Context: an optimization exercise on an open-source flow, tuned for small area. The choices shown serve that exercise and are no tape-out recipe.
Only simulation tests tie the RTL to the original design; equivalence was not proved.

Setup of 05-25:
Design EggTimer, start of the top module:
module EggTimer(CLOCK_50, KEY, SW, HEX3, HEX2, HEX1, HEX0, LEDR);
Settings: LEC_CHECK=0, CAP_MARGIN=20, CORE_MARGIN=2, CORE_UTILIZATION=40, SLEW_MARGIN=20; clock period 20.0 ns.
standard.sh (not shown) runs the stock make flow with config.mk's settings and CLKGATE_MAP_FILE= SYNTH_SCRIPT=/design/flow/synth_recipe.tcl, a recipe that flattens the netlist after the stock synthesis.
==> flow/flow/run.sh <==
#!/bin/bash
# Own layout flow: the standard layout (standard.sh) with three changes:
#  - synthesis: the standard synthesis runs first (netlist and log kept in
#    std_synth/). Then the same script (flow/synth.tcl) runs once per ABC script
#    in flow/abc/ (area-oriented mappings of the logic between registers), four
#    at a time, each in its own ORFS work folder own_synth/NAME/orfs (logs there
#    and in own_synth/NAME/make.log); the smallest netlist is laid out.
#    Registers are the standard synthesis's cells, and get its instance names
#    (flow/rename_regs.py matches them by the net they drive).
#  - the port buffers use the smallest buffer cell;
#  - clock tree synthesis uses clkbuf_4 and inserts no dummy loads.
# Every tool's output goes to a log file in this folder (std_synth.log,
# own_synth/*/make.log, standard_flow.log and ORFS's logs under orfs/logs/).
set -euo pipefail
W=$PWD
SUB=$FLOW_PLATFORM/EggTimer/base
R=$W/orfs/results/$SUB
L=$W/orfs/logs/$SUB
bash standard.sh synth > std_synth.log 2>&1
mkdir -p std_synth own_synth
cp $R/1_2_yosys.v std_synth/netlist.v
cp $L/1_2_yosys.log std_synth/1_2_yosys.log
export OWN_FLOW_DIR=$W/flow
export OWN_STD_NETLIST=$W/std_synth/netlist.v
one() {
  local s=$1 n; n=$(basename $s .abc)
  mkdir -p $W/own_synth/$n
  if OWN_ABC_SCRIPT=$s bash $W/standard.sh WORK_HOME=$W/own_synth/$n/orfs SYNTH_SCRIPT=$W/flow/synth.tcl synth > $W/own_synth/$n/make.log 2>&1; then
    grep -oE "Chip area for module .*: [0-9.]+" $W/own_synth/$n/orfs/reports/$SUB/synth_stat.txt | awk '{print $NF}' > $W/own_synth/$n/area.txt
  fi
}
i=0
for s in $W/flow/abc/*.abc; do
  one $s &
  i=$((i + 1))
  if (( i % 4 == 0 )); then wait; fi
done
wait
best=""; best_area=""
for s in $W/flow/abc/*.abc; do
  n=$(basename $s .abc)
  if [[ -s own_synth/$n/area.txt ]]; then
    a=$(cat own_synth/$n/area.txt)
    echo "$n $a" >> own_synth/areas.txt
    if [[ -z "$best" ]] || awk "BEGIN{exit !($a < $best_area)}"; then best=$n; best_area=$a; fi
  else
    echo "$n failed" >> own_synth/areas.txt
  fi
done
[[ -n "$best" ]]
echo "best $best $best_area" >> own_synth/areas.txt
rm -f $R/1_synth.odb $R/1_synth.sdc $R/1_2_yosys.v $R/1_2_yosys.sdc
cp own_synth/$best/orfs/results/$SUB/1_2_yosys.v own_synth/$best/orfs/results/$SUB/1_2_yosys.sdc $R/
export OWN_ABC_SCRIPT=$W/flow/abc/$best.abc
export BUFFER_PORTS_ARGS="-buffer_cell sky130_fd_sc_hd__buf_1"
export CTS_ARGS="-sink_clustering_enable -repair_clock_nets -dont_use_dummy_load -buf_list sky130_fd_sc_hd__clkbuf_4"
bash standard.sh SYNTH_SCRIPT=$W/flow/synth.tcl finish > standard_flow.log 2>&1
Other scripts of this flow, unchanged in this note and not shown: flow/flow/abc/j10s0.abc, flow/flow/abc/j10s1.abc, flow/flow/abc/j10s2.abc, flow/flow/abc/j10s3.abc, flow/flow/abc/j200s0.abc, flow/flow/abc/j200s1.abc, flow/flow/abc/j50s0.abc, flow/flow/abc/j50s1.abc, flow/flow/abc/j50s2.abc, flow/flow/abc/j50s3.abc, flow/flow/abc/j50s4.abc, flow/flow/abc/j50s5.abc, flow/flow/abc/j50s6.abc, flow/flow/abc/j50s7.abc, flow/flow/abc/nf2.abc, flow/flow/rename_regs.py, flow/flow/synth.tcl
Relative to 05-25, the following input files were edited for 05-12:
-- flow/design.v --
<<< 05-25, line 42
	localparam SM1 = 3'd1;
	localparam SM0 = 3'd3;
	localparam SM = 3'd7;
	localparam W = 3'd2;
	localparam R = 3'd4;
	localparam F = 3'd6;
	wire [2:0] nstate;
	assign nstate[0] = (state[0] & ~set) | (~state[0] & ~state[1] & ~state[2] & set);
	assign nstate[1] = (state[0]) | (state[1] & ~startStop) | (state[2] & startStop) | (state[2] & flat) | (~state[1] & ~state[2] & set & pre);
	assign nstate[2] = (state[0] & ~set & ~pre) | (~state[0] & state[1] & startStop) | (~state[0] & state[2] & ~startStop) | (state[0] & state[2] & ~set);
	wire shift = (~state[2]);
	wire holdsel = (state[0]);
	wire loadsel = (~state[1] & ~state[2]) | (state[0]);
	wire ldhisel = (state[0] & state[2]);
	wire decsel = (~state[1] & state[2]);
	wire ledsel = (~state[0] & state[1] & state[2]);
	always @(posedge clk) state <= reset ? SS : nstate;
	reg [3:0] cO; reg [2:0] cT;
>>> 05-12, line 42
	localparam SM1 = 3'd1;
	localparam SM0 = 3'd3;
	localparam SM = 3'd2;
	localparam W = 3'd7;
	localparam R = 3'd6;
	localparam F = 3'd4;
	wire [2:0] nstate;
	assign nstate[0] = (state[0] & state[2] & ~startStop) | (~state[2] & set) | (~state[0] & state[1] & state[2] & startStop) | (state[0] & ~state[2] & pre);
	assign nstate[1] = (state[0]) | (state[1] & ~flat) | (~state[2] & set & pre) | (state[1] & ~state[2]) | (state[1] & startStop);
	assign nstate[2] = (state[2]) | (state[0] & set) | (state[1] & set);
	wire shift = (~state[1]) | (state[0]);
	wire holdsel = (state[0]) | (state[1]);
	wire loadsel = (~state[2]);
	wire ldhisel = (~state[0] & state[1] & ~state[2]);
	wire decsel = (~state[0] & state[1] & state[2]);
	wire ledsel = (~state[1] & state[2]);
	always @(posedge clk) state <= reset ? SS : nstate;
	reg [3:0] cO; reg [2:0] cT;
<<< 05-25, line 124
	wire dec = step & decsel & ~flat;
	wire loadhi = step & ldhisel;   
	always @(posedge clk) begin
		if (reset) begin
			so <= 4'd0; st <= 3'd0; mo <= 4'd0; mt <= 3'd0;
		end else begin
			if (load) {st, so} <= lo;
			else if (dec) begin
				so <= dso;
				if (zso) st <= dst;
			end
			if (loadhi) {mt, mo} <= hi;
			else if (dec) begin
				if (zso & zst) mo <= dmo;
				if (zso & zst & zmo) mt <= dmt;
			end
		end
	end
	reg led;
	always @(posedge clk) led <= ledsel & bb;
>>> 05-12, line 124
	wire dec = step & decsel & ~flat;
	wire loadhi = step & ldhisel;   
	wire nr = ~reset;
	wire dst_en = dec & zso, dmo_en = dec & zso & zst, dmt_en = dec & zso & zst & zmo;
	wire so_l = nr & load, so_d = nr & dec, so_h = nr & ~load & ~dec;
	always @(posedge clk) so <= ({4{so_l}} & lo[3:0]) | ({4{so_d}} & dso) | ({4{so_h}} & so);
	wire st_l = nr & load, st_d = nr & dst_en, st_h = nr & ~load & ~dst_en;
	always @(posedge clk) st <= ({3{st_l}} & lo[6:4]) | ({3{st_d}} & dst) | ({3{st_h}} & st);
	wire mo_l = nr & loadhi, mo_d = nr & dmo_en, mo_h = nr & ~loadhi & ~dmo_en;
	always @(posedge clk) mo <= ({4{mo_l}} & hi[3:0]) | ({4{mo_d}} & dmo) | ({4{mo_h}} & mo);
	wire mt_l = nr & loadhi, mt_d = nr & dmt_en, mt_h = nr & ~loadhi & ~dmt_en;
	always @(posedge clk) mt <= ({3{mt_l}} & hi[6:4]) | ({3{mt_d}} & dmt) | ({3{mt_h}} & mt);
	reg led;
	always @(posedge clk) led <= ledsel & bb;
### Flow results
- Going from 05-25 to 05-12, fmax shrinks by 9.8 MHz.
- In 05-12, the wire length came out about 4.5% below the value in 05-25.
- Met2 layer wire length in the routed design: 05-12 higher than 05-25
- The number of nets in the finished design in 05-12 was lower than what 05-25 gave.
- Between 05-12 and 05-25, it is 05-12 whose worst slack at placement is lower, by 0.31 ns.
- The lower total met3 wirelength after detailed routing came out of 05-12.
- Actual transition at the worst max-transition pin: 05-12 and 05-25 compared, higher one is 05-12
- In the tables for 05-12 and 05-25, final weighted congestion in routability-driven placement reads lower with 05-12.
- Non-clock buffer count, 05-12 and 05-25, higher one = 05-12.
- Diff 05-12..05-25 | clock tree buffer depth | unchanged
- In 05-12 the minimum clock period after layout turned out 0.33 ns higher than in 05-25.
- The overall via count from detail_route of 05-12 falls short of that of 05-25 by 65.
- Global-route usage of 05-12 is on par with 05-25.
- On source-to-sink clock delay at the later pin of the worst-skew pair, 05-12 and 05-25 are neck and neck.

==> what the ideal ports hide <==
No port has a modelled driver above. Below, the same layouts with a new extraction and two added sets of constraints.
Step 1, drivers: a clkbuf_16 drives CLOCK_50 and a buf_2 each remaining input, both assumed.
Step 2 moves the port delays by t, midway between the first and last clock arrival at a register: inputs arrive t later, outputs are due t later. That takes back most of the time a late clock gives input paths.
a / b / c = ideal ports / drivers / drivers and shift; a / b = the first two.
| run | shift t [ns] | setup slack, ns | clock arrival spread, ns | slew at the worst register clock pin (ns) |
|---|---|---|---|---|
| 05-25 | 0.408 | 14.366 / 14.363 / 13.954 | 0.037 / 0.037 | 0.12 / 0.12 |
| 05-12 | 0.408 | 14.036 / 14.040 / 13.632 | 0.053 / 0.053 | 0.12 / 0.12 |
After both steps every run listed still meets setup and hold. The setup slack of 05-25, which loses most, moves by -0.003 ns with the drivers and by -0.412 ns with both steps.
